Context: an optimization exercise on an open-source flow, tuned for small area. The choices shown serve that exercise and are no tape-out recipe.
In this exercise RTL edits were held to simulation tests only and were not proved equivalent to the original.
Power and IR drop assume default switching activity.

north:
## top_freq_test
module top_freq_test (
    input wire         clk        ,
    input wire         rst_n      ,
    input wire         pulse_sig_1,
    input wire         pulse_sig_2,
    input wire         pulse_sig_3,
    input wire         pulse_sig_4,
    output wire [19:0] freq_out_1 ,
    output wire [19:0] freq_out_2 ,
    output wire [19:0] freq_out_3 ,
    output wire [19:0] freq_out_4
);
For scale: ~2,400 cells after synthesis.
Settings: LEC_CHECK=0, CAP_MARGIN=0, CORE_MARGIN=2, CORE_UTILIZATION=70, SLEW_MARGIN=0; clock period 100.0 ns.
standard.sh (not shown) runs the stock make flow with config.mk's settings and CLKGATE_MAP_FILE= SYNTH_SCRIPT=/design/flow/synth_recipe.tcl, a recipe that flattens the netlist after the stock synthesis.
==> flow/flow/run.sh <==
#!/bin/bash
# Standard ORFS layout (the standard.sh, unchanged synthesis) with two
# changes: ports are buffered with the small sky130 buf_1 instead of the
# default pick, and clock tree synthesis uses larger sink clusters, clkbuf_16 leaf buffers (clkbuf_4 above them)
# buffers and no dummy loads.
set -euo pipefail
export BUFFER_PORTS_ARGS="-buffer_cell sky130_fd_sc_hd__buf_1"
export CTS_ARGS="-sink_clustering_enable -repair_clock_nets -dont_use_dummy_load -sink_clustering_size 25 -sink_clustering_max_diameter 80 -buf_list {sky130_fd_sc_hd__clkbuf_16} -tree_buf sky130_fd_sc_hd__clkbuf_4 -root_buf sky130_fd_sc_hd__clkbuf_4"
bash standard.sh > standard.log 2>&1
Having completed the whole flow, north delivered a layout that passed the timing, design-rule and antenna checks.
### north -> south
Settings: CORE_UTILIZATION changed from 70 to 40; SLEW_MARGIN changed from 0 to 5; CAP_MARGIN changed from 0 to 5.
==> comparison <==
Compared south vs north, and clock period minus worst slack is down in south. Taking north as the reference point, the part of the total power dissipated in sequential elements of south falls by 0.6 points. Measured slew at the worst slew-check pin was lower in the run labelled north. Taking north as the reference, in south leakage dissipation grew by 0.64%; layout buffer count excluding clock buffers grew by 3.7%; total die area grew by 0.027 mm^2; end-of-flow core utilization shrank by 31 points.
Here is what was changed in the inputs of east compared with south.
Settings: CORE_UTILIZATION: 40 -> 85; PLACE_DENSITY: unset -> 0.92.
Notes after the runs:
Of south and east, south shows the lower combinational power share, with east above it.
Compared with south, east improves worst slack on hold paths.
In the final reports, the cell area of east is smaller than that of south.
Diff south -> east: routed length per placed instance saw an increase; total power consumption of the routed design grew by 7.2 uW; global-route usage grew by 23 points; post-route fraction of the period consumed by the critical path rose by 0.40 points; placeable core region lower.
Growth of design area from synthesis to finish: east < south
> inputs changed (east -> west)
Settings: PLACE_DENSITY: 0.92 -> unset; CAP_MARGIN: 5 -> 20; CORE_UTILIZATION: 85 -> 40; SLEW_MARGIN: 5 -> 20.
==> flow/flow/run.sh <==
#!/bin/bash
# Standard ORFS layout (the standard.sh, unchanged synthesis) with two
# changes: ports are buffered with the small sky130 buf_1 instead of the
# default pick, and clock tree synthesis uses small clock buffers and no
# dummy loads.
set -euo pipefail
export BUFFER_PORTS_ARGS="-buffer_cell sky130_fd_sc_hd__buf_1"
export CTS_ARGS="-sink_clustering_enable -repair_clock_nets -dont_use_dummy_load -buf_list sky130_fd_sc_hd__clkbuf_4 sky130_fd_sc_hd__clkbuf_8"
bash standard.sh > standard.log 2>&1
Notes after the runs:
- Apart from west, each of west and east ends the flow with a layout that passes the timing, design-rule and antenna checks.
- west | ERROR | clock tree synthesis (4_1_cts)
- Diff west..east | count of buffers inserted at the top-level ports | unchanged
- Per the comparison of west with east, HPWL after detailed placement went up 1.2%, final estimated routing congestion in global placement fell 8.8%.

---

The RTL this note starts from:
==> flow/design.v <==
module rca #(parameter N = 8) (
    input  [N-1:0] a,
    input  [N-1:0] b,
    input          ci,
    output [N-1:0] s,
    output         co
);
wire [N:0] c;
assign c[0] = ci;
genvar i;
generate
    for (i = 0; i < N; i = i + 1) begin : g
        assign s[i]   = a[i] ^ b[i] ^ c[i];
        assign c[i+1] = (a[i] & b[i]) | (a[i] & c[i]) | (b[i] & c[i]);
    end
endgenerate
assign co = c[N];
endmodule
module divrow (
    input  [12:0] w,
    input         a,
    input  [12:0] nd,      
    output [12:0] wo,
    output        q
);
wire [12:0] diff;
wire        c13;
rca #(13) u_sub(.a({w[11:0], a}), .b(nd), .ci(1'b1), .s(diff), .co(c13));
assign q  = w[12] | c13;
assign wo = q ? diff : {w[11:0], a};
endmodule
module freq_detector(
    input             clk,
    input             rst_n,
    input             pulse_in,
    output reg [18:0] freq
);
reg d1, d2, d3;
reg [24:0] S;       
reg [24:0] R;       
reg [11:0] Z;       
wire edge_c = d1 & ~d2;         
wire edge_d = d2 & ~d3;         
wire enext  = pulse_in & ~d1;   
wire win    = enext | edge_c | edge_d;
wire phase0 = ~(edge_c | edge_d);
wire big   = |S[24:13];
wire mid   = |S[12:7];
wire valid = big | mid | (S[6:0] >= 7'd67);
wire sat   = &S;
wire        inc = ~(edge_c | enext | sat);
wire [24:0] S1;
wire        s1c;
rca #(25) u_inc(.a(S), .b(25'd0), .ci(inc), .s(S1), .co(s1c));
wire [12:0] nS = ~S[12:0];
wire [12:0] w1, w2, w3, w4;
wire        q1, q2, q3, q4;
divrow u_r1(.w(R[12:0]), .a(phase0), .nd(nS), .wo(w1), .q(q1));
divrow u_r2(.w(w1),      .a(phase0), .nd(nS), .wo(w2), .q(q2));
divrow u_r3(.w(w2),      .a(1'b0),   .nd(nS), .wo(w3), .q(q3));
divrow u_r4(.w(w3),      .a(phase0), .nd(nS), .wo(w4), .q(q4));
wire [3:0] qb = {q1, q2, q3, q4};
wire [11:0] tl, t2l;
wire        tc, t2c;
rca #(12) u_t (.a(R[11:0]), .b(Z), .ci(1'b1), .s(tl), .co(tc));
wire        wrap = ~tc & ~|R[24:12];
rca #(12) u_t2(.a(tl), .b(S1[11:0] & {12{wrap}}), .ci(1'b0), .s(t2l), .co(t2c));
wire [12:0] uh = R[24:12] | (S1[24:12] & {13{wrap}});
wire [12:0] th;
wire        thc;
rca #(13) u_th(.a(uh), .b(13'h1fff), .ci(tc | t2c), .s(th), .co(thc));
wire [11:0] Zn;
wire        zc;
rca #(12) u_zinc(.a(Z), .b(12'd0), .ci(wrap & ~win), .s(Zn), .co(zc));
wire init_small = ~win & ~big & ~mid & (S[6:0] == 7'd65);
wire init_big   = ~win & ~big & (&S[12:0]);
always @(posedge clk or negedge rst_n) begin
    if (!rst_n) begin
        d1   <= 1'b0;
        d2   <= 1'b0;
        d3   <= 1'b0;
        S    <= 25'd1;
        freq <= 19'd0;
    end else begin
        d1 <= pulse_in;
        d2 <= d1;
        d3 <= d2;
        S  <= edge_d ? {23'd0, ~enext, 1'b1} : S1;
        if (edge_d & valid)
            freq <= big ? {7'd0, ~Z} : {~Z[6:0], R[20:13], qb};
    end
end
always @(posedge clk) begin
    if (init_small) begin
        Z <= ~12'd73;             
        R <= 25'd64;              
    end else if (init_big) begin
        Z <= ~12'd2441;           
        R <= 25'd3328;            
    end else begin
        Z <= Zn;
        if (win) begin
            R[12:0]  <= w4;
            R[20:13] <= {R[16:13], qb};
        end else begin
            R <= {th, t2l};
        end
    end
end
endmodule
module top_freq_test (
    input wire         clk        ,
    input wire         rst_n      ,
    input wire         pulse_sig_1,
    input wire         pulse_sig_2,
    input wire         pulse_sig_3,
    input wire         pulse_sig_4,
    output wire [19:0] freq_out_1 ,
    output wire [19:0] freq_out_2 ,
    output wire [19:0] freq_out_3 ,
    output wire [19:0] freq_out_4
);
wire [18:0] f1, f2, f3, f4;
assign freq_out_1 = {1'b0, f1};
assign freq_out_2 = {1'b0, f2};
assign freq_out_3 = {1'b0, f3};
assign freq_out_4 = {1'b0, f4};
freq_detector u_freq_detector_0(.clk(clk), .rst_n(rst_n), .pulse_in(pulse_sig_1), .freq(f1));
freq_detector u_freq_detector_1(.clk(clk), .rst_n(rst_n), .pulse_in(pulse_sig_2), .freq(f2));
freq_detector u_freq_detector_2(.clk(clk), .rst_n(rst_n), .pulse_in(pulse_sig_3), .freq(f3));
freq_detector u_freq_detector_3(.clk(clk), .rst_n(rst_n), .pulse_in(pulse_sig_4), .freq(f4));
endmodule
export LEC_CHECK = 0
export CAP_MARGIN = 20
export CORE_MARGIN = 2
export CORE_UTILIZATION = 40
export CTS_BUF_LIST = sky130_fd_sc_hd__clkbuf_4 sky130_fd_sc_hd__clkbuf_8
export SLEW_MARGIN = 20
create_clock -name core_clock -period 100.0 [get_ports {clk}]
run.sh (not shown) runs the stock make flow with config.mk's settings and CLKGATE_MAP_FILE= SYNTH_SCRIPT=/design/flow/synth_recipe.tcl, a recipe that flattens the netlist after the stock synthesis.
Stock flow here: none of the scripts above is used.
Edit:
==> flow/flow/run.sh (new file) <==
#!/bin/bash
# Standard ORFS layout (the standard.sh, unchanged synthesis) with two
# changes: ports are buffered with the small sky130 buf_1 instead of the
# default pick, and clock tree synthesis uses larger sink clusters, clkbuf_16
# buffers and no dummy loads.
set -euo pipefail
export BUFFER_PORTS_ARGS="-buffer_cell sky130_fd_sc_hd__buf_1"
export CTS_ARGS="-sink_clustering_enable -repair_clock_nets -dont_use_dummy_load -sink_clustering_size 32 -sink_clustering_max_diameter 90 -buf_list {sky130_fd_sc_hd__clkbuf_16}"
bash standard.sh > standard.log 2>&1
==> flow/standard.sh (new file) <==
#!/bin/bash
# synth_recipe.tcl (not shown) runs the flow's synth.tcl, then flattens the netlist and writes it again
# the make line also repeats each setting of config.mk as NAME=value (left out here)
make -C /OpenROAD-flow-scripts/flow DESIGN_CONFIG=/design/flow/config.mk WORK_HOME=/design/flow/orfs CLKGATE_MAP_FILE= SYNTH_SCRIPT=/design/flow/synth_recipe.tcl "${@:-finish}"
CTS_BUF_LIST = unset   (was sky130_fd_sc_hd__clkbuf_4 sky130_fd_sc_hd__clkbuf_8)
removed: flow/run.sh
What happened: The changed run finished clean; critical path depth increases by 1; cell count decreases by 2.8%; first-iteration DRC count increases by 5.2%; clock-buffer cell count decreases by 81; combinational power is about the same; wire length decreases by 2.3%; via count decreases by 0.82%; non-clock buffer count increases by 2.
Edit:
==> flow/flow/run.sh (replaced) <==
#!/bin/bash
# Standard ORFS layout (the standard.sh, unchanged synthesis) with two
# changes: ports are buffered with the small sky130 buf_1 instead of the
# default pick, and clock tree synthesis uses larger sink clusters, clkbuf_16 leaf buffers (clkbuf_4 above them)
# buffers and no dummy loads.
set -euo pipefail
export BUFFER_PORTS_ARGS="-buffer_cell sky130_fd_sc_hd__buf_1"
export CTS_ARGS="-sink_clustering_enable -repair_clock_nets -dont_use_dummy_load -sink_clustering_size 25 -sink_clustering_max_diameter 80 -buf_list {sky130_fd_sc_hd__clkbuf_16} -tree_buf sky130_fd_sc_hd__clkbuf_4 -root_buf sky130_fd_sc_hd__clkbuf_4"
bash standard.sh > standard.log 2>&1
CAP_MARGIN = 5   (was 20)
CORE_UTILIZATION = 60   (was 40)
SLEW_MARGIN = 5   (was 20)
What happened:
- routed wire length went down by a few percent
- global-route usage went up by 9.3 points
- flip-flop and latch count does not change
- fmax stays flat
- die area went down by a quarter to a third
- power went down by a few percent
Edit:
==> flow/flow/run.sh (replaced) <==
#!/bin/bash
# Standard ORFS layout (the standard.sh, unchanged synthesis) with two
# changes: ports are buffered with the small sky130 buf_1 instead of the
# default pick, and clock tree synthesis uses larger sink clusters, clkbuf_16 leaf buffers (clkbuf_4 above them)
# buffers and no dummy loads.
set -euo pipefail
export BUFFER_PORTS_ARGS="-buffer_cell sky130_fd_sc_hd__buf_1"
export CTS_ARGS="-sink_clustering_enable -repair_clock_nets -dont_use_dummy_load -sink_clustering_size 28 -sink_clustering_max_diameter 70 -buf_list {sky130_fd_sc_hd__clkbuf_16} -tree_buf sky130_fd_sc_hd__clkbuf_4 -root_buf sky130_fd_sc_hd__clkbuf_4"
bash standard.sh > standard.log 2>&1
CORE_UTILIZATION = 70   (was 60)
Result:
- The changed run produced a clean layout
- worst hold slack loses 0.0038 ns
- flip-flop and latch count does not change
- non-clock buffer count fell by 2

afterwards: timing with drivers on the ports:
In the flow no input, the clock included, has a driving cell. The finished layouts below were timed again as built, in two steps.
Step 1, drivers: a clkbuf_16 drives clk and a buf_2 each remaining input, both assumed.
Step 2 times the ports against the registers' clock, not the clock port: input delays grow and output delays shrink by t, the midpoint of the rising clock arrivals with the driver on.
Three values: ideal, step 1, step 2; two values: the first two.
run	shift t [ns]	setup slack, ns	worst register clock-pin slew, ns
north	0.851	72.445 / 72.466 / 71.615	0.10 / 0.10
south	0.911	72.588 / 72.614 / 71.704	0.10 / 0.10
east	0.800	72.184 / 72.205 / 71.405	0.10 / 0.10
the first run of note 2	0.692	71.921 / 71.948 / 71.256	0.07 / 0.07
the second run of note 2	0.595	72.319 / 72.338 / 71.743	0.12 / 0.12
the third run of note 2	0.857	72.385 / 72.417 / 71.559	0.11 / 0.11
the fourth run of note 2	0.873	72.476 / 72.497 / 71.623	0.12 / 0.12
After both steps every run listed still meets setup and hold. The setup slack of south, which loses most, moves by +0.026 ns with the drivers and by -0.884 ns with both steps.
